Context: an optimization exercise on an open-source flow, tuned for small area. The choices shown serve that exercise and are no tape-out recipe. Function was checked by simulation only, so behaviour that the tests miss may differ from the original.

==> flow/design.v (outline; a module is shown in full before it is edited, if it fits) <==
// module gb_fa: 4 lines
// module gb_ha: 4 lines
// module gb_maj: 3 lines
// module gb_xor: 3 lines
// module gb_nor: 3 lines
// module gb_and: 3 lines
// module gb_inv: 3 lines
// module gaussian_blur: 1544 lines
module gaussian_blur #(
   parameter PIXEL_DEPTH = 8,
   parameter KERNEL_SIZE = 7,
   parameter PPC = 1
) (
   input bit clk,
   input bit rst_n,
   input logic [KERNEL_SIZE*(KERNEL_SIZE+PPC-1)*PIXEL_DEPTH-1:0] in_data,
   output logic [PIXEL_DEPTH-1:0] out_pixel
);
  // ...
==> flow/flow/run.sh <==
#!/bin/bash
# The standard layout, with two changes: the port buffers use the smallest buffer cell,
# and after placement resizing every logic cell goes back to drive strength 1.
set -euo pipefail
export BUFFER_PORTS_ARGS="-buffer_cell sky130_fd_sc_hd__buf_1"
export POST_RESIZE_TCL="$(pwd)/flow/downsize.tcl"
bash standard.sh > standard_flow.log 2>&1
==> flow/flow/downsize.tcl <==
# After placement resizing: put every logic cell back to its smallest drive strength.
# Later timing repair (after CTS and global routing) sizes up whatever needs it.
set db [ord::get_db]
set n 0
foreach inst [[ord::get_db_block] getInsts] {
  set m [[$inst getMaster] getName]
  if { [regexp {^(sky130_fd_sc_hd__[a-z0-9]+)_([0-9]+)$} $m -> base drv] && $drv > 1
       && ![string match "*clk*" $base] && ![string match "*tap*" $base]
       && ![string match "*dly*" $base] } {
    if { [$db findMaster ${base}_1] ne "NULL" } {
      replace_cell [$inst getName] ${base}_1
      incr n
    }
  }
}
puts "downsize: $n cells set to drive strength 1"
==> flow/standard.sh <==
#!/bin/bash
# synth_recipe.tcl (not shown) runs the flow's synth.tcl, then flattens the netlist and writes it again
# the make line also repeats each setting of config.mk as NAME=value (left out here)
make -C /OpenROAD-flow-scripts/flow DESIGN_CONFIG=/design/flow/config.mk WORK_HOME=/design/flow/orfs CLKGATE_MAP_FILE= SYNTH_SCRIPT=/design/flow/synth_recipe.tcl "${@:-finish}"
==> flow/config.mk <==
export PLATFORM = sky130hd
export DESIGN_NAME = gaussian_blur
export DESIGN_NICKNAME = gaussian_blur
export VERILOG_FILES = /design/flow/design.v
export SDC_FILE = /design/flow/constraint.sdc
export NUM_CORES = 4
export LEC_CHECK = 0
export CAP_MARGIN = 20
export CORE_MARGIN = 2
export CORE_UTILIZATION = 40
export CTS_BUF_LIST = sky130_fd_sc_hd__clkbuf_2
export CTS_CLUSTER_SIZE = 16
export SLEW_MARGIN = 20
export SYNTH_HIERARCHICAL = 1
export SYNTH_MINIMUM_KEEP_SIZE = 0
==> flow/constraint.sdc <==
create_clock -name core_clock -period 16.0 [get_ports {clk}]
set_input_delay 3.2000 -clock core_clock [delete_from_list [all_inputs] [get_ports {clk}]]
set_output_delay 3.2000 -clock core_clock [all_outputs]
set_load 0.01 [all_outputs]
==> reports/qor.csv, run 1 <==
metric;value;unit
status;complete, no violations;
Pins Over Slew Limit;0;
largest net degree at the start of global routing;9;
post-DR vias/cell;4.494;
WP depth;32;
most used standard cell by instance count after synthesis;fa_1;
Largest delay share family, worst path;adder cells;
Reg area;160.2;µm²
sequential cell area share;1.356;%
GR Layer Usage met2;33.59;%
uppermost layer routed;met5;
post-synthesis adder-cell area fraction;96.32;%
gr ovfl total;0;
# IOs;402;
most area-hungry cell type in the Yosys netlist;fa_1;
compound-gate portion of the synthesized area;0;%
Post-synth EDFFs;0;
Non-Filler Instances;1263;
Multi-input gate area;9651;µm²
post-synthesis simple-gate area fraction;0.9474;%
CTS Buf Count;3;
main combinational cell family by area after synthesis;adder cells;
RSZ-0062 raised after global routing;false;
CP max stage cell;fa_1;
final net count;1817;
CP Class;in -> reg;
TNS Setup;0;ns
ClkCell Share;0.1271;%
Top reg by flops;out_pixel;
==> inputs of run 2 (changes only) <==
--- a/flow/design.v
+++ b/flow/design.v
@@ -10,18 +10,18 @@
 assign y = (a & b) | (a & c) | (b & c);
 endmodule
 module gb_xor (input a, input b, output y);
 assign y = a ^ b;
 endmodule
 module gb_nor (input a, input b, output y);
 assign y = ~(a | b);
 endmodule
-module gb_and (input a, input b, output y);
-assign y = a & b;
+module gb_andn (input a, input b, output y);
+assign y = a & ~b;
 endmodule
 module gb_inv (input a, output y);
 assign y = ~a;
 endmodule
 module gaussian_blur #(
    parameter PIXEL_DEPTH = 8,
    parameter KERNEL_SIZE = 7,
    parameter PPC = 1
@@ -786,54 +786,54 @@
 wire w753;
 wire w754;
 wire w755;
 wire w756;
 wire w757;
 wire w758;
 wire w759;
 wire w760;
-wire w761;
 wire w762;
 wire w763;
 wire w764;
 wire w765;
 wire w766;
 wire w767;
 wire w768;
 wire w769;
 wire w770;
 wire w771;
 wire w772;
 wire w773;
-wire w774;
+wire w775;
 wire w776;
 wire w777;
 wire w778;
 wire w779;
 wire w780;
 wire w781;
 wire w782;
 wire w783;
 wire w784;
 wire w785;
 wire w786;
+wire w787;
 wire w788;
-wire w789;
 wire w790;
 wire w791;
 wire w792;
 wire w793;
 wire w794;
 wire w795;
 wire w796;
 wire w797;
 wire w798;
 wire w799;
 wire w800;
+wire w801;
 wire w802;
 wire w803;
 wire w804;
 wire w805;
 wire w806;
 wire w807;
 wire w808;
 wire w809;
@@ -849,27 +849,27 @@
 wire w819;
 wire w820;
 wire w821;
 wire w822;
 wire w823;
 wire w824;
 wire w825;
 wire w826;
-wire w827;
 wire w828;
 wire w829;
 wire w830;
 wire w831;
 wire w832;
 wire w833;
 wire w834;
 wire w835;
 wire w836;
 wire w837;
+wire w838;
 wire w839;
 wire w840;
 wire w841;
 wire w842;
 wire w843;
 wire w844;
 wire w845;
 wire w846;
@@ -892,58 +892,58 @@
 wire w863;
 wire w864;
 wire w865;
 wire w866;
 wire w867;
 wire w868;
 wire w869;
 wire w870;
-wire w871;
 wire w872;
 wire w873;
 wire w874;
 wire w875;
 wire w876;
 wire w877;
 wire w878;
 wire w879;
 wire w880;
+wire w881;
 wire w882;
 wire w883;
 wire w884;
 wire w885;
 wire w886;
 wire w887;
 wire w888;
 wire w889;
-wire w890;
 wire w891;
 wire w892;
 wire w893;
 wire w894;
 wire w895;
 wire w896;
 wire w897;
 wire w898;
+wire w899;
 wire w900;
 wire w901;
 wire w902;
 wire w903;
 wire w904;
 wire w905;
 wire w906;
-wire w907;
 wire w908;
 wire w909;
 wire w910;
 wire w911;
 wire w912;
 wire w913;
 wire w914;
+wire w915;
 wire w916;
 wire w917;
 wire w918;
 wire w919;
 wire w920;
 wire w921;
 wire w922;
 wire w923;
@@ -1019,24 +1019,18 @@
 wire w993;
 wire w994;
 wire w995;
 wire w996;
 wire w997;
 wire w998;
 wire w999;
 wire w1000;
+wire w1001x;
 wire w1001;
-wire w1002;
-wire w1003;
-wire w1004;
-wire w1005;
-wire w1006;
-wire w1007x;
-wire w1007;
 wire [7:0] res;
 gb_fa u_w1 (.a(in_data[8]), .b(in_data[40]), .c(in_data[56]), .s(w1), .co(w2));
 gb_fa u_w3 (.a(in_data[104]), .b(in_data[280]), .c(in_data[328]), .s(w3), .co(w4));
 gb_fa u_w5 (.a(in_data[344]), .b(in_data[376]), .c(w1), .s(w5), .co(w6));
 gb_ha u_w7 (.a(w3), .b(w5), .s(w7), .co(w8));
 gb_fa u_w9 (.a(in_data[9]), .b(in_data[41]), .c(in_data[57]), .s(w9), .co(w10));
 gb_fa u_w11 (.a(in_data[105]), .b(in_data[281]), .c(in_data[329]), .s(w11), .co(w12));
 gb_fa u_w13 (.a(in_data[345]), .b(in_data[377]), .c(w2), .s(w13), .co(w14));
@@ -1402,166 +1396,162 @@
 gb_ha u_w733 (.a(w722), .b(w731), .s(w733), .co(w734));
 gb_fa u_w735 (.a(w724), .b(w352), .c(w726), .s(w735), .co(w736));
 gb_fa u_w737 (.a(w481), .b(w728), .c(w735), .s(w737), .co(w738));
 gb_fa u_w739 (.a(w484), .b(w730), .c(w737), .s(w739), .co(w740));
 gb_fa u_w741 (.a(w732), .b(w739), .c(w734), .s(w741), .co(w742));
 gb_fa u_w743 (.a(w736), .b(w483), .c(w738), .s(w743), .co(w744));
 gb_fa u_w745 (.a(w740), .b(w743), .c(w742), .s(w745), .co(w746));
 gb_fa u_w747 (.a(w484), .b(w744), .c(w746), .s(w747), .co(w748));
-gb_inv u_w749 (.a(w491), .y(w749));
-gb_inv u_w750 (.a(w505), .y(w750));
-gb_inv u_w751 (.a(w523), .y(w751));
-gb_inv u_w752 (.a(w547), .y(w752));
-gb_inv u_w753 (.a(w575), .y(w753));
-gb_inv u_w754 (.a(w605), .y(w754));
-gb_inv u_w755 (.a(w635), .y(w755));
-gb_inv u_w756 (.a(w665), .y(w756));
-gb_inv u_w757 (.a(w687), .y(w757));
-gb_inv u_w758 (.a(w705), .y(w758));
-gb_inv u_w759 (.a(w721), .y(w759));
-gb_inv u_w760 (.a(w733), .y(w760));
-gb_inv u_w761 (.a(w741), .y(w761));
-gb_inv u_w762 (.a(w745), .y(w762));
-gb_inv u_w763 (.a(w747), .y(w763));
-gb_inv u_w764 (.a(w748), .y(w764));
-gb_fa u_w765 (.a(in_data[0]), .b(in_data[48]), .c(in_data[336]), .s(w765), .co(w766));
-gb_fa u_w767 (.a(in_data[384]), .b(w765), .c(w749), .s(w767), .co(w768));
-gb_fa u_w769 (.a(in_data[1]), .b(in_data[49]), .c(in_data[337]), .s(w769), .co(w770));
-gb_fa u_w771 (.a(in_data[385]), .b(w766), .c(w769), .s(w771), .co(w772));
-gb_fa u_w773 (.a(w771), .b(w7), .c(w768), .s(w773), .co(w774));
-gb_maj u_w776 (.a(w767), .b(w750), .c(w773), .y(w776));
-gb_fa u_w777 (.a(in_data[2]), .b(in_data[50]), .c(in_data[338]), .s(w777), .co(w778));
-gb_fa u_w779 (.a(in_data[386]), .b(w770), .c(w777), .s(w779), .co(w780));
-gb_fa u_w781 (.a(w115), .b(w163), .c(w772), .s(w781), .co(w782));
-gb_fa u_w783 (.a(w779), .b(w7), .c(w781), .s(w783), .co(w784));
-gb_fa u_w785 (.a(w19), .b(w783), .c(w774), .s(w785), .co(w786));
-gb_maj u_w788 (.a(w776), .b(w785), .c(w751), .y(w788));
-gb_fa u_w789 (.a(in_data[3]), .b(in_data[51]), .c(in_data[339]), .s(w789), .co(w790));
-gb_fa u_w791 (.a(in_data[387]), .b(w778), .c(w789), .s(w791), .co(w792));
-gb_fa u_w793 (.a(w780), .b(w791), .c(w121), .s(w793), .co(w794));
-gb_fa u_w795 (.a(w169), .b(w782), .c(w793), .s(w795), .co(w796));
-gb_fa u_w797 (.a(w19), .b(w784), .c(w33), .s(w797), .co(w798));
-gb_fa u_w799 (.a(w795), .b(w797), .c(w786), .s(w799), .co(w800));
-gb_maj u_w802 (.a(w799), .b(w788), .c(w752), .y(w802));
-gb_fa u_w803 (.a(in_data[4]), .b(in_data[52]), .c(in_data[340]), .s(w803), .co(w804));
-gb_fa u_w805 (.a(in_data[388]), .b(w790), .c(w803), .s(w805), .co(w806));
-gb_fa u_w807 (.a(w163), .b(w792), .c(w805), .s(w807), .co(w808));
-gb_fa u_w809 (.a(w491), .b(w807), .c(w794), .s(w809), .co(w810));
-gb_fa u_w811 (.a(w127), .b(w177), .c(w809), .s(w811), .co(w812));
-gb_fa u_w813 (.a(w33), .b(w796), .c(w47), .s(w813), .co(w814));
-gb_fa u_w815 (.a(w798), .b(w811), .c(w813), .s(w815), .co(w816));
-gb_fa u_w817 (.a(w800), .b(w815), .c(w802), .s(w817), .co(w818));
-gb_and u_w819 (.a(w753), .b(w817), .y(w819));
-gb_fa u_w820 (.a(in_data[5]), .b(in_data[53]), .c(in_data[341]), .s(w820), .co(w821));
-gb_fa u_w822 (.a(in_data[389]), .b(w804), .c(w820), .s(w822), .co(w823));
-gb_fa u_w824 (.a(w115), .b(w806), .c(w822), .s(w824), .co(w825));
-gb_fa u_w826 (.a(w169), .b(w808), .c(w824), .s(w826), .co(w827));
-gb_fa u_w828 (.a(w826), .b(w810), .c(w133), .s(w828), .co(w829));
-gb_fa u_w830 (.a(w185), .b(w505), .c(w47), .s(w830), .co(w831));
-gb_fa u_w832 (.a(w812), .b(w828), .c(w814), .s(w832), .co(w833));
-gb_fa u_w834 (.a(w61), .b(w830), .c(w816), .s(w834), .co(w835));
-gb_fa u_w836 (.a(w832), .b(w834), .c(w818), .s(w836), .co(w837));
-gb_maj u_w839 (.a(w819), .b(w754), .c(w836), .y(w839));
-gb_fa u_w840 (.a(in_data[6]), .b(in_data[54]), .c(in_data[342]), .s(w840), .co(w841));
-gb_fa u_w842 (.a(in_data[390]), .b(w821), .c(w840), .s(w842), .co(w843));
-gb_fa u_w844 (.a(w823), .b(w842), .c(w121), .s(w844), .co(w845));
-gb_fa u_w846 (.a(w825), .b(w177), .c(w844), .s(w846), .co(w847));
-gb_fa u_w848 (.a(w827), .b(w846), .c(w195), .s(w848), .co(w849));
-gb_fa u_w850 (.a(w139), .b(w829), .c(w848), .s(w850), .co(w851));
-gb_fa u_w852 (.a(w831), .b(w61), .c(w523), .s(w852), .co(w853));
-gb_fa u_w854 (.a(w850), .b(w833), .c(w75), .s(w854), .co(w855));
-gb_fa u_w856 (.a(w852), .b(w835), .c(w854), .s(w856), .co(w857));
-gb_fa u_w858 (.a(w856), .b(w837), .c(w755), .s(w858), .co(w859));
-gb_and u_w860 (.a(w839), .b(w858), .y(w860));
-gb_fa u_w861 (.a(in_data[7]), .b(in_data[55]), .c(in_data[343]), .s(w861), .co(w862));
-gb_fa u_w863 (.a(in_data[391]), .b(w841), .c(w861), .s(w863), .co(w864));
-gb_fa u_w865 (.a(w843), .b(w863), .c(w845), .s(w865), .co(w866));
-gb_fa u_w867 (.a(w127), .b(w185), .c(w865), .s(w867), .co(w868));
-gb_fa u_w869 (.a(w847), .b(w867), .c(w849), .s(w869), .co(w870));
-gb_fa u_w871 (.a(w205), .b(w145), .c(w851), .s(w871), .co(w872));
-gb_fa u_w873 (.a(w869), .b(w75), .c(w853), .s(w873), .co(w874));
-gb_fa u_w875 (.a(w547), .b(w871), .c(w89), .s(w875), .co(w876));
-gb_fa u_w877 (.a(w855), .b(w873), .c(w875), .s(w877), .co(w878));
-gb_fa u_w879 (.a(w857), .b(w877), .c(w756), .s(w879), .co(w880));
-gb_maj u_w882 (.a(w859), .b(w860), .c(w879), .y(w882));
-gb_fa u_w883 (.a(w862), .b(w864), .c(w866), .s(w883), .co(w884));
-gb_fa u_w885 (.a(w133), .b(w195), .c(w868), .s(w885), .co(w886));
-gb_fa u_w887 (.a(w883), .b(w885), .c(w870), .s(w887), .co(w888));
-gb_fa u_w889 (.a(w215), .b(w151), .c(w872), .s(w889), .co(w890));
-gb_fa u_w891 (.a(w887), .b(w89), .c(w874), .s(w891), .co(w892));
-gb_fa u_w893 (.a(w889), .b(w103), .c(w575), .s(w893), .co(w894));
-gb_fa u_w895 (.a(w876), .b(w891), .c(w878), .s(w895), .co(w896));
-gb_fa u_w897 (.a(w893), .b(w895), .c(w757), .s(w897), .co(w898));
-gb_maj u_w900 (.a(w880), .b(w882), .c(w897), .y(w900));
-gb_fa u_w901 (.a(w884), .b(w139), .c(w205), .s(w901), .co(w902));
-gb_fa u_w903 (.a(w886), .b(w901), .c(w888), .s(w903), .co(w904));
-gb_fa u_w905 (.a(w225), .b(w157), .c(w890), .s(w905), .co(w906));
-gb_fa u_w907 (.a(w903), .b(w103), .c(w892), .s(w907), .co(w908));
-gb_fa u_w909 (.a(w905), .b(w109), .c(w605), .s(w909), .co(w910));
-gb_fa u_w911 (.a(w894), .b(w907), .c(w896), .s(w911), .co(w912));
-gb_fa u_w913 (.a(w909), .b(w911), .c(w758), .s(w913), .co(w914));
-gb_maj u_w916 (.a(w898), .b(w900), .c(w913), .y(w916));
-gb_fa u_w917 (.a(w145), .b(w215), .c(w902), .s(w917), .co(w918));
-gb_fa u_w919 (.a(w917), .b(w904), .c(w231), .s(w919), .co(w920));
-gb_fa u_w921 (.a(w159), .b(w906), .c(w919), .s(w921), .co(w922));
-gb_fa u_w923 (.a(w109), .b(w908), .c(w921), .s(w923), .co(w924));
-gb_fa u_w925 (.a(w111), .b(w910), .c(w635), .s(w925), .co(w926));
-gb_fa u_w927 (.a(w923), .b(w912), .c(w925), .s(w927), .co(w928));
-gb_fa u_w929 (.a(w927), .b(w759), .c(w914), .s(w929), .co(w930));
-gb_and u_w931 (.a(w916), .b(w929), .y(w931));
-gb_fa u_w932 (.a(w151), .b(w225), .c(w918), .s(w932), .co(w933));
-gb_fa u_w934 (.a(w932), .b(w160), .c(w235), .s(w934), .co(w935));
-gb_fa u_w936 (.a(w920), .b(w934), .c(w922), .s(w936), .co(w937));
-gb_fa u_w938 (.a(w112), .b(w111), .c(w924), .s(w938), .co(w939));
-gb_fa u_w940 (.a(w936), .b(w665), .c(w926), .s(w940), .co(w941));
-gb_fa u_w942 (.a(w938), .b(w928), .c(w940), .s(w942), .co(w943));
-gb_fa u_w944 (.a(w942), .b(w760), .c(w930), .s(w944), .co(w945));
-gb_and u_w946 (.a(w931), .b(w944), .y(w946));
-gb_fa u_w947 (.a(w157), .b(w231), .c(w933), .s(w947), .co(w948));
-gb_fa u_w949 (.a(w947), .b(w237), .c(w935), .s(w949), .co(w950));
-gb_fa u_w951 (.a(w112), .b(w949), .c(w937), .s(w951), .co(w952));
-gb_fa u_w953 (.a(w939), .b(w951), .c(w687), .s(w953), .co(w954));
-gb_fa u_w955 (.a(w941), .b(w943), .c(w953), .s(w955), .co(w956));
-gb_fa u_w957 (.a(w955), .b(w761), .c(w945), .s(w957), .co(w958));
-gb_ha u_w959 (.a(w946), .b(w957), .s(w959), .co(w960));
-gb_fa u_w961 (.a(w159), .b(w235), .c(w948), .s(w961), .co(w962));
-gb_fa u_w963 (.a(w961), .b(w239), .c(w950), .s(w963), .co(w964));
-gb_fa u_w965 (.a(w963), .b(w952), .c(w705), .s(w965), .co(w966));
-gb_fa u_w967 (.a(w954), .b(w956), .c(w965), .s(w967), .co(w968));
-gb_fa u_w969 (.a(w967), .b(w762), .c(w958), .s(w969), .co(w970));
-gb_ha u_w971 (.a(w960), .b(w969), .s(w971), .co(w972));
-gb_fa u_w973 (.a(w160), .b(w237), .c(w962), .s(w973), .co(w974));
-gb_fa u_w975 (.a(w240), .b(w973), .c(w964), .s(w975), .co(w976));
-gb_fa u_w977 (.a(w975), .b(w721), .c(w966), .s(w977), .co(w978));
-gb_fa u_w979 (.a(w968), .b(w977), .c(w763), .s(w979), .co(w980));
-gb_fa u_w981 (.a(w970), .b(w972), .c(w979), .s(w981), .co(w982));
-gb_fa u_w983 (.a(w239), .b(w974), .c(w976), .s(w983), .co(w984));
-gb_fa u_w985 (.a(w983), .b(w733), .c(w978), .s(w985), .co(w986));
-gb_fa u_w987 (.a(w985), .b(w764), .c(w980), .s(w987), .co(w988));
-gb_ha u_w989 (.a(w982), .b(w987), .s(w989), .co(w990));
-gb_xor u_w991 (.a(w240), .b(w984), .y(w991));
-gb_nor u_w992 (.a(w240), .b(w984), .y(w992));
-gb_fa u_w993 (.a(w741), .b(w986), .c(w988), .s(w993), .co(w994));
-gb_inv u_w995 (.a(w991), .y(w995));
-gb_fa u_w996 (.a(w995), .b(w990), .c(w993), .s(w996), .co(w997));
-gb_xor u_w998 (.a(w745), .b(w994), .y(w998));
-gb_nor u_w999 (.a(w745), .b(w994), .y(w999));
-gb_inv u_w1000 (.a(w997), .y(w1000));
-gb_fa u_w1001 (.a(w992), .b(w998), .c(w1000), .s(w1001), .co(w1002));
-gb_inv u_w1003 (.a(w747), .y(w1003));
-gb_fa u_w1004 (.a(w1003), .b(w999), .c(w1002), .s(w1004), .co(w1005));
-gb_inv u_w1006 (.a(w748), .y(w1006));
-gb_xor u_w1007x (.a(w1006), .b(w1005), .y(w1007x));
-gb_xor u_w1007 (.a(w1007x), .b(w1004), .y(w1007));
-assign res[0] = w959;
-assign res[1] = w971;
-assign res[2] = w981;
-assign res[3] = w989;
-assign res[4] = w996;
-assign res[5] = ~w1001;
-assign res[6] = w1004;
-assign res[7] = w1007;
+gb_fa u_w749 (.a(in_data[0]), .b(in_data[48]), .c(in_data[336]), .s(w749), .co(w750));
+gb_inv u_w751 (.a(w491), .y(w751));
+gb_fa u_w752 (.a(in_data[384]), .b(w749), .c(w751), .s(w752), .co(w753));
+gb_fa u_w754 (.a(in_data[1]), .b(in_data[49]), .c(in_data[337]), .s(w754), .co(w755));
+gb_fa u_w756 (.a(in_data[385]), .b(w750), .c(w754), .s(w756), .co(w757));
+gb_fa u_w758 (.a(w756), .b(w7), .c(w753), .s(w758), .co(w759));
+gb_inv u_w760 (.a(w505), .y(w760));
+gb_maj u_w762 (.a(w752), .b(w760), .c(w758), .y(w762));
+gb_fa u_w763 (.a(in_data[2]), .b(in_data[50]), .c(in_data[338]), .s(w763), .co(w764));
+gb_fa u_w765 (.a(in_data[386]), .b(w755), .c(w763), .s(w765), .co(w766));
+gb_fa u_w767 (.a(w115), .b(w163), .c(w757), .s(w767), .co(w768));
+gb_fa u_w769 (.a(w765), .b(w7), .c(w767), .s(w769), .co(w770));
+gb_fa u_w771 (.a(w19), .b(w769), .c(w759), .s(w771), .co(w772));
+gb_inv u_w773 (.a(w523), .y(w773));
+gb_maj u_w775 (.a(w762), .b(w771), .c(w773), .y(w775));
+gb_fa u_w776 (.a(in_data[3]), .b(in_data[51]), .c(in_data[339]), .s(w776), .co(w777));
+gb_fa u_w778 (.a(in_data[387]), .b(w764), .c(w776), .s(w778), .co(w779));
+gb_fa u_w780 (.a(w766), .b(w778), .c(w121), .s(w780), .co(w781));
+gb_fa u_w782 (.a(w169), .b(w768), .c(w780), .s(w782), .co(w783));
+gb_fa u_w784 (.a(w19), .b(w770), .c(w33), .s(w784), .co(w785));
+gb_fa u_w786 (.a(w782), .b(w784), .c(w772), .s(w786), .co(w787));
+gb_inv u_w788 (.a(w547), .y(w788));
+gb_maj u_w790 (.a(w786), .b(w775), .c(w788), .y(w790));
+gb_fa u_w791 (.a(in_data[4]), .b(in_data[52]), .c(in_data[340]), .s(w791), .co(w792));
+gb_fa u_w793 (.a(in_data[388]), .b(w777), .c(w791), .s(w793), .co(w794));
+gb_fa u_w795 (.a(w163), .b(w779), .c(w793), .s(w795), .co(w796));
+gb_fa u_w797 (.a(w491), .b(w795), .c(w781), .s(w797), .co(w798));
+gb_fa u_w799 (.a(w127), .b(w177), .c(w797), .s(w799), .co(w800));
+gb_fa u_w801 (.a(w33), .b(w783), .c(w47), .s(w801), .co(w802));
+gb_fa u_w803 (.a(w785), .b(w799), .c(w801), .s(w803), .co(w804));
+gb_fa u_w805 (.a(w787), .b(w803), .c(w790), .s(w805), .co(w806));
+gb_andn u_w807 (.a(w805), .b(w575), .y(w807));
+gb_fa u_w808 (.a(in_data[5]), .b(in_data[53]), .c(in_data[341]), .s(w808), .co(w809));
+gb_fa u_w810 (.a(in_data[389]), .b(w792), .c(w808), .s(w810), .co(w811));
+gb_fa u_w812 (.a(w115), .b(w794), .c(w810), .s(w812), .co(w813));
+gb_fa u_w814 (.a(w169), .b(w796), .c(w812), .s(w814), .co(w815));
+gb_fa u_w816 (.a(w814), .b(w798), .c(w133), .s(w816), .co(w817));
+gb_fa u_w818 (.a(w185), .b(w505), .c(w47), .s(w818), .co(w819));
+gb_fa u_w820 (.a(w800), .b(w816), .c(w802), .s(w820), .co(w821));
+gb_fa u_w822 (.a(w61), .b(w818), .c(w804), .s(w822), .co(w823));
+gb_fa u_w824 (.a(w820), .b(w822), .c(w806), .s(w824), .co(w825));
+gb_inv u_w826 (.a(w605), .y(w826));
+gb_maj u_w828 (.a(w807), .b(w826), .c(w824), .y(w828));
+gb_fa u_w829 (.a(in_data[6]), .b(in_data[54]), .c(in_data[342]), .s(w829), .co(w830));
+gb_fa u_w831 (.a(in_data[390]), .b(w809), .c(w829), .s(w831), .co(w832));
+gb_fa u_w833 (.a(w811), .b(w831), .c(w121), .s(w833), .co(w834));
+gb_fa u_w835 (.a(w813), .b(w177), .c(w833), .s(w835), .co(w836));
+gb_fa u_w837 (.a(w815), .b(w835), .c(w195), .s(w837), .co(w838));
+gb_fa u_w839 (.a(w139), .b(w817), .c(w837), .s(w839), .co(w840));
+gb_fa u_w841 (.a(w819), .b(w61), .c(w523), .s(w841), .co(w842));
+gb_fa u_w843 (.a(w839), .b(w821), .c(w75), .s(w843), .co(w844));
+gb_fa u_w845 (.a(w841), .b(w823), .c(w843), .s(w845), .co(w846));
+gb_fa u_w847 (.a(w845), .b(w825), .c(w828), .s(w847), .co(w848));
+gb_andn u_w849 (.a(w847), .b(w635), .y(w849));
+gb_fa u_w850 (.a(in_data[7]), .b(in_data[55]), .c(in_data[343]), .s(w850), .co(w851));
+gb_fa u_w852 (.a(in_data[391]), .b(w830), .c(w850), .s(w852), .co(w853));
+gb_fa u_w854 (.a(w832), .b(w852), .c(w834), .s(w854), .co(w855));
+gb_fa u_w856 (.a(w127), .b(w185), .c(w854), .s(w856), .co(w857));
+gb_fa u_w858 (.a(w836), .b(w856), .c(w838), .s(w858), .co(w859));
+gb_fa u_w860 (.a(w205), .b(w145), .c(w840), .s(w860), .co(w861));
+gb_fa u_w862 (.a(w858), .b(w75), .c(w842), .s(w862), .co(w863));
+gb_fa u_w864 (.a(w547), .b(w860), .c(w89), .s(w864), .co(w865));
+gb_fa u_w866 (.a(w844), .b(w862), .c(w864), .s(w866), .co(w867));
+gb_fa u_w868 (.a(w846), .b(w866), .c(w848), .s(w868), .co(w869));
+gb_inv u_w870 (.a(w665), .y(w870));
+gb_maj u_w872 (.a(w870), .b(w849), .c(w868), .y(w872));
+gb_fa u_w873 (.a(w851), .b(w853), .c(w855), .s(w873), .co(w874));
+gb_fa u_w875 (.a(w133), .b(w195), .c(w857), .s(w875), .co(w876));
+gb_fa u_w877 (.a(w873), .b(w875), .c(w859), .s(w877), .co(w878));
+gb_fa u_w879 (.a(w215), .b(w151), .c(w861), .s(w879), .co(w880));
+gb_fa u_w881 (.a(w877), .b(w89), .c(w863), .s(w881), .co(w882));
+gb_fa u_w883 (.a(w879), .b(w103), .c(w575), .s(w883), .co(w884));
+gb_fa u_w885 (.a(w865), .b(w881), .c(w867), .s(w885), .co(w886));
+gb_fa u_w887 (.a(w883), .b(w885), .c(w869), .s(w887), .co(w888));
+gb_inv u_w889 (.a(w687), .y(w889));
+gb_maj u_w891 (.a(w889), .b(w872), .c(w887), .y(w891));
+gb_fa u_w892 (.a(w874), .b(w139), .c(w205), .s(w892), .co(w893));
+gb_fa u_w894 (.a(w876), .b(w892), .c(w878), .s(w894), .co(w895));
+gb_fa u_w896 (.a(w225), .b(w157), .c(w880), .s(w896), .co(w897));
+gb_fa u_w898 (.a(w894), .b(w103), .c(w882), .s(w898), .co(w899));
+gb_fa u_w900 (.a(w896), .b(w109), .c(w605), .s(w900), .co(w901));
+gb_fa u_w902 (.a(w884), .b(w898), .c(w886), .s(w902), .co(w903));
+gb_fa u_w904 (.a(w900), .b(w902), .c(w888), .s(w904), .co(w905));
+gb_inv u_w906 (.a(w705), .y(w906));
+gb_maj u_w908 (.a(w906), .b(w891), .c(w904), .y(w908));
+gb_fa u_w909 (.a(w145), .b(w215), .c(w893), .s(w909), .co(w910));
+gb_fa u_w911 (.a(w909), .b(w895), .c(w231), .s(w911), .co(w912));
+gb_fa u_w913 (.a(w159), .b(w897), .c(w911), .s(w913), .co(w914));
+gb_fa u_w915 (.a(w109), .b(w899), .c(w913), .s(w915), .co(w916));
+gb_fa u_w917 (.a(w111), .b(w901), .c(w635), .s(w917), .co(w918));
+gb_fa u_w919 (.a(w915), .b(w903), .c(w917), .s(w919), .co(w920));
+gb_fa u_w921 (.a(w919), .b(w905), .c(w908), .s(w921), .co(w922));
+gb_andn u_w923 (.a(w921), .b(w721), .y(w923));
+gb_fa u_w924 (.a(w151), .b(w225), .c(w910), .s(w924), .co(w925));
+gb_fa u_w926 (.a(w924), .b(w160), .c(w235), .s(w926), .co(w927));
+gb_fa u_w928 (.a(w912), .b(w926), .c(w914), .s(w928), .co(w929));
+gb_fa u_w930 (.a(w112), .b(w111), .c(w916), .s(w930), .co(w931));
+gb_fa u_w932 (.a(w928), .b(w665), .c(w918), .s(w932), .co(w933));
+gb_fa u_w934 (.a(w930), .b(w920), .c(w932), .s(w934), .co(w935));
+gb_fa u_w936 (.a(w934), .b(w922), .c(w923), .s(w936), .co(w937));
+gb_andn u_w938 (.a(w936), .b(w733), .y(w938));
+gb_fa u_w939 (.a(w157), .b(w231), .c(w925), .s(w939), .co(w940));
+gb_fa u_w941 (.a(w939), .b(w237), .c(w927), .s(w941), .co(w942));
+gb_fa u_w943 (.a(w112), .b(w941), .c(w929), .s(w943), .co(w944));
+gb_fa u_w945 (.a(w931), .b(w943), .c(w687), .s(w945), .co(w946));
+gb_fa u_w947 (.a(w933), .b(w935), .c(w945), .s(w947), .co(w948));
+gb_fa u_w949 (.a(w947), .b(w937), .c(w938), .s(w949), .co(w950));
+gb_xor u_w951 (.a(w949), .b(w741), .y(w951));
+gb_andn u_w952 (.a(w949), .b(w741), .y(w952));
+gb_fa u_w953 (.a(w159), .b(w235), .c(w940), .s(w953), .co(w954));
+gb_fa u_w955 (.a(w953), .b(w239), .c(w942), .s(w955), .co(w956));
+gb_fa u_w957 (.a(w955), .b(w944), .c(w705), .s(w957), .co(w958));
+gb_fa u_w959 (.a(w946), .b(w948), .c(w957), .s(w959), .co(w960));
+gb_fa u_w961 (.a(w959), .b(w950), .c(w952), .s(w961), .co(w962));
+gb_xor u_w963 (.a(w961), .b(w745), .y(w963));
+gb_andn u_w964 (.a(w961), .b(w745), .y(w964));
+gb_fa u_w965 (.a(w160), .b(w237), .c(w954), .s(w965), .co(w966));
+gb_fa u_w967 (.a(w240), .b(w965), .c(w956), .s(w967), .co(w968));
+gb_fa u_w969 (.a(w967), .b(w721), .c(w958), .s(w969), .co(w970));
+gb_inv u_w971 (.a(w747), .y(w971));
+gb_fa u_w972 (.a(w960), .b(w969), .c(w971), .s(w972), .co(w973));
+gb_fa u_w974 (.a(w972), .b(w962), .c(w964), .s(w974), .co(w975));
+gb_fa u_w976 (.a(w239), .b(w966), .c(w968), .s(w976), .co(w977));
+gb_fa u_w978 (.a(w976), .b(w733), .c(w970), .s(w978), .co(w979));
+gb_inv u_w980 (.a(w748), .y(w980));
+gb_fa u_w981 (.a(w978), .b(w980), .c(w973), .s(w981), .co(w982));
+gb_ha u_w983 (.a(w981), .b(w975), .s(w983), .co(w984));
+gb_xor u_w985 (.a(w240), .b(w977), .y(w985));
+gb_nor u_w986 (.a(w240), .b(w977), .y(w986));
+gb_inv u_w987 (.a(w985), .y(w987));
+gb_fa u_w988 (.a(w987), .b(w741), .c(w979), .s(w988), .co(w989));
+gb_fa u_w990 (.a(w988), .b(w982), .c(w984), .s(w990), .co(w991));
+gb_xor u_w992 (.a(w745), .b(w989), .y(w992));
+gb_nor u_w993 (.a(w745), .b(w989), .y(w993));
+gb_inv u_w994 (.a(w991), .y(w994));
+gb_fa u_w995 (.a(w986), .b(w992), .c(w994), .s(w995), .co(w996));
+gb_inv u_w997 (.a(w747), .y(w997));
+gb_fa u_w998 (.a(w993), .b(w997), .c(w996), .s(w998), .co(w999));
+gb_inv u_w1000 (.a(w748), .y(w1000));
+gb_xor u_w1001x (.a(w1000), .b(w999), .y(w1001x));
+gb_xor u_w1001 (.a(w1001x), .b(w998), .y(w1001));
+assign res[0] = ~w951;
+assign res[1] = ~w963;
+assign res[2] = w974;
+assign res[3] = w983;
+assign res[4] = w990;
+assign res[5] = ~w995;
+assign res[6] = w998;
+assign res[7] = w1001;
 always_ff @(posedge clk) begin
    if (~rst_n) out_pixel <= 8'd0;
    else out_pixel <= res;
 end
 endmodule
==> run 2 against run 1 <==
Effect of this change: sequential cell count stayed put; synthesized area up 0.25%; count of clock-buffer cells in the layout unchanged; worst hold slack improved by 0.013 ns; critical path type unchanged.
==> reports/qor.csv, run 2 <==
metric;value;unit;change
status;complete, no violations;;unchanged
drt first-iter violations;104;;was 108
TNS Setup;0;ns;unchanged
Max-slew headroom;85.12;%;was 82.28%
GPL Wtd Cong;0.8595;;was 0.8581
full die area;26100;µm²;was 26040 µm²
Ys Warns;7;;unchanged
commonest cells after routing, fill and taps aside;fa_1, buf_1, ha_1;;unchanged
post-CTS setup buffer count;0;;unchanged
share of the synthesized area in the top cell type;92.14;%;was 92.37%
number of max-cap violations;0;;unchanged
post-DR vias/cell;4.494;;about the same
final net count;1811;;was 1817
Avg Inst Size Synth;18.70;µm²;was 18.51 µm²
CP Class;in -> reg;;unchanged
final worst path period need;15.15;ns;was 14.38 ns
Post-CTS Hold Buffers;0;;unchanged
sequential area share after synthesis;1.613;%;was 1.617%
CP Launch Point;in_data[129];;unchanged
max incr delay on CP;0.60;ns;was 0.57 ns
Tot GR Track Use;19.04;%;was 18.76%
DIE WIDTH;161.6;µm;was 161.4 µm
Cell Rows;57;;unchanged
Layout area overhead;18.83;%;was 19.25%
final instance area;11800;µm²;was 11810 µm²
crit path to;out_pixel[7];;unchanged
CTS Buf Count;3;;unchanged
clock tree buffer depth;2;;unchanged
largest net degree at the start of global routing;9;;unchanged
commonest non-fill, non-tap cell in the layout;fa_1;;unchanged
cts repair resizes;0;;unchanged
most area-hungry cell type in the Yosys netlist;fa_1;;unchanged
Clock Tree Root;clkbuf_2;;unchanged
most numerous cell on the critical path;fa_1;;unchanged
HP Class;in -> reg;;unchanged
Max FO, Critical Path;2;;unchanged
cell area after synthesis;9930;µm²;was 9904 µm²
Reg area;160.2;µm²;unchanged
Post-synth EDFFs;0;;unchanged
final hold violations;0;;unchanged
drt drc;0;;unchanged
most common flop cell mapped by yosys;dfxtp_1;;unchanged
ANT nets after route;0;;unchanged
Multi-input gate area;9658;µm²;was 9651 µm²
biggest regs;out_pixel (8);;unchanged
Fillers;2192;;was 2197
synth top area cells;fa_1, ha_1, dfxtp_1, nor2b_4, maj3_2;;was fa_1, ha_1, dfxtp_1, maj3_2, inv_1
Routed WL;22350;µm;was 22280 µm
Final setup viols;0;;unchanged
CP max stage cell;fa_1;;unchanged
fin crit share;94.66;%;was 89.88%
Post-Syn Nets;1405;;was 1411
Core Box Area;24320;µm²;unchanged
H-tree levels;1;;unchanged
TritonCTS clock tree;done;;unchanged
Top reg by flops;out_pixel;;unchanged
post-route setup slack;0.8545;ns;was 1.620 ns
most used standard cell by instance count after synthesis;fa_1;;unchanged
Setup crit end kind;flop;;unchanged
Synth top cells by count;fa_1, ha_1, inv_1, dfxtp_1, maj3_2;;was fa_1, ha_1, inv_1, dfxtp_1
initial antenna violation count;1;;unchanged
critical path arrival;15.28;ns;was 14.51 ns
clk sinks;8;;unchanged
RSZ-0062 raised after global routing;false;;unchanged
Synth cell types;11;;was 10
IO buf count;401;;unchanged
Slew @ Worst Pin;0.2225;ns;was 0.2658 ns
area post-placement;11780;µm²;was 11800 µm²
# IOs;402;;unchanged
ys async rst share;0;%;unchanged
FF+latch count, synth;8;;unchanged
DPL Wire Length;23490;µm;was 23310 µm
Synth Instances;531;;was 535
CP Launch Type;input pin;;unchanged
post-layout util;48.52;%;was 48.57%
gr ovfl total;0;;unchanged
Clk pin slew, worst setup/hold paths;0.07;ns;was 0.08 ns
First-pass DRT Iterations;4;;unchanged
vias;5663;;was 5676
fmax;66.03;MHz;was 69.54 MHz
initial core utilization;40.83;%;was 40.73%
Pins Over Slew Limit;0;;unchanged
worst slack, placed;0.5421;ns;was 1.258 ns
die height;161.6;µm;was 161.4 µm
CP Data Required Time;16.13;ns;about the same
wire per inst;17.74;µm;was 17.64 µm
layout cell share with drive strength beyond 1;0.3209;%;was 0.3195%
max reg flops;8;;unchanged
vias in the first global route;7530;;was 7433
global-route wire length before repair;38490;µm;was 37560 µm
run 2: cell types whose count changed in the layout (fill, tap and decap cells not counted):
cell,delta
xor2_1,+2
and2_1,-6
nor2b_1,+6
ha_1,-2
inv_1,-6
diode_2,+1
and2b_1,+2
run 2: area by class of cell:
type	count	share of cell area (%)
Clock buffer	3	0.1273
Multi-Input combinational cell	509	81.86
Timing Repair Buffer	401	12.76
Sequential cell	8	1.357
Tap cell	324	3.436
Antenna cell	1	0.02121
Inverter	14	0.4454
run 2: per-stage QoR:
step | std cells | hold WS [ns]
2_1_floorplan | 531 | 3.322
3_3_place_gp | 1256 | 3.557
3_5_place_dp | 1256 | 3.544
4_1_cts | 1259 | 3.293
5_1_grt | 1259 | 3.330
6_report | 1260 | 3.313
run 2: worst max-delay path: cells and delay by family:
kind	cells	cell delay (ns)
adder cells (fa/ha/maj)	26	10.87
AND/OR/NAND/NOR	5	0.80
buffers and inverters	3	0.23
XOR/XNOR	1	0.17
run 2: per-module statistics from Yosys (local to each module, per instance):
module,cell area [µm²],copies in the design,cells inside
gaussian_blur,219.0,1,16
gb_andn,13.76,6,1
gb_fa,20.02,457,1
gb_ha,12.51,23,1
gb_inv,3.754,14,1
gb_maj,11.26,7,1
gb_nor,3.754,2,1
gb_xor,8.758,6,1
run 2: worst min-delay path by stage:
stage / endpoint / startpoint / cells after the start / slack (ns)
floorplan: out_pixel[2] / rst_n / 1 / 3.32
global placement: out_pixel[7] / rst_n / 2 / 3.56
detailed placement: out_pixel[7] / rst_n / 2 / 3.54
CTS: out_pixel[7] / rst_n / 2 / 3.29
global route: out_pixel[2] / rst_n / 2 / 3.33
finish: out_pixel[6] / rst_n / 2 / 3.31
run 2: per-layer routing:
metal | routed length [µm] | up-vias | GRT usage [%]
met4 | 178 | 0 | 1.623
met5 | 0 | - | 0
met2 | 12200 | 203 | 33.70
li1 | - | 2418 | -
met3 | 1359 | 16 | 2.131
met1 | 8613 | 3026 | 26.79
run 2: logic make-up (layout without fill, tap and decap cells):
kind of cell / Yosys count / after routing / synth area share (%)
AND/OR/NAND/NOR: 16 / 16 / 1.500
adder cells (fa/ha/maj): 487 / 487 / 95.83
XOR/XNOR: 6 / 6 / 0.5292
buffers and inverters: 14 / 418 / 0.5292
flip-flops: 8 / 8 / 1.613
other: 0 / 1 / 0

separate check: timing with driven ports:
How much do the figures lean on ideal ports? The routed layouts below were timed once more, with nothing changed but the port constraints.
Step 1 assumes that a clkbuf_16 drives the clock port and a buf_2 every other input.
Step 2, shift: input delay + t, output delay - t, t = (earliest + latest rising clock arrival at the registers) / 2. This alone moves slack from input paths to output paths.
Slacks: no drivers / after step 1 / after step 2; pairs: no drivers / after step 1.
| run | shift t [ns] | slack for setup (ns) | clock arrival spread, ns | slew at the worst register clock pin (ns) | pins driven straight from the clock port |
|---|---|---|---|---|---|
| run 1 | 0.241 | 1.620 / 1.613 / 1.371 | 0.005 / 0.005 | 0.08 / 0.08 | 1 |
| run 2 | 0.246 | 0.855 / 0.847 / 0.600 | 0.008 / 0.007 | 0.07 / 0.07 | 1 |
After both steps setup and hold are still met in every run listed. For run 2, which loses most, drivers alone change the setup slack by -0.008 ns; drivers and shift together by -0.255 ns.
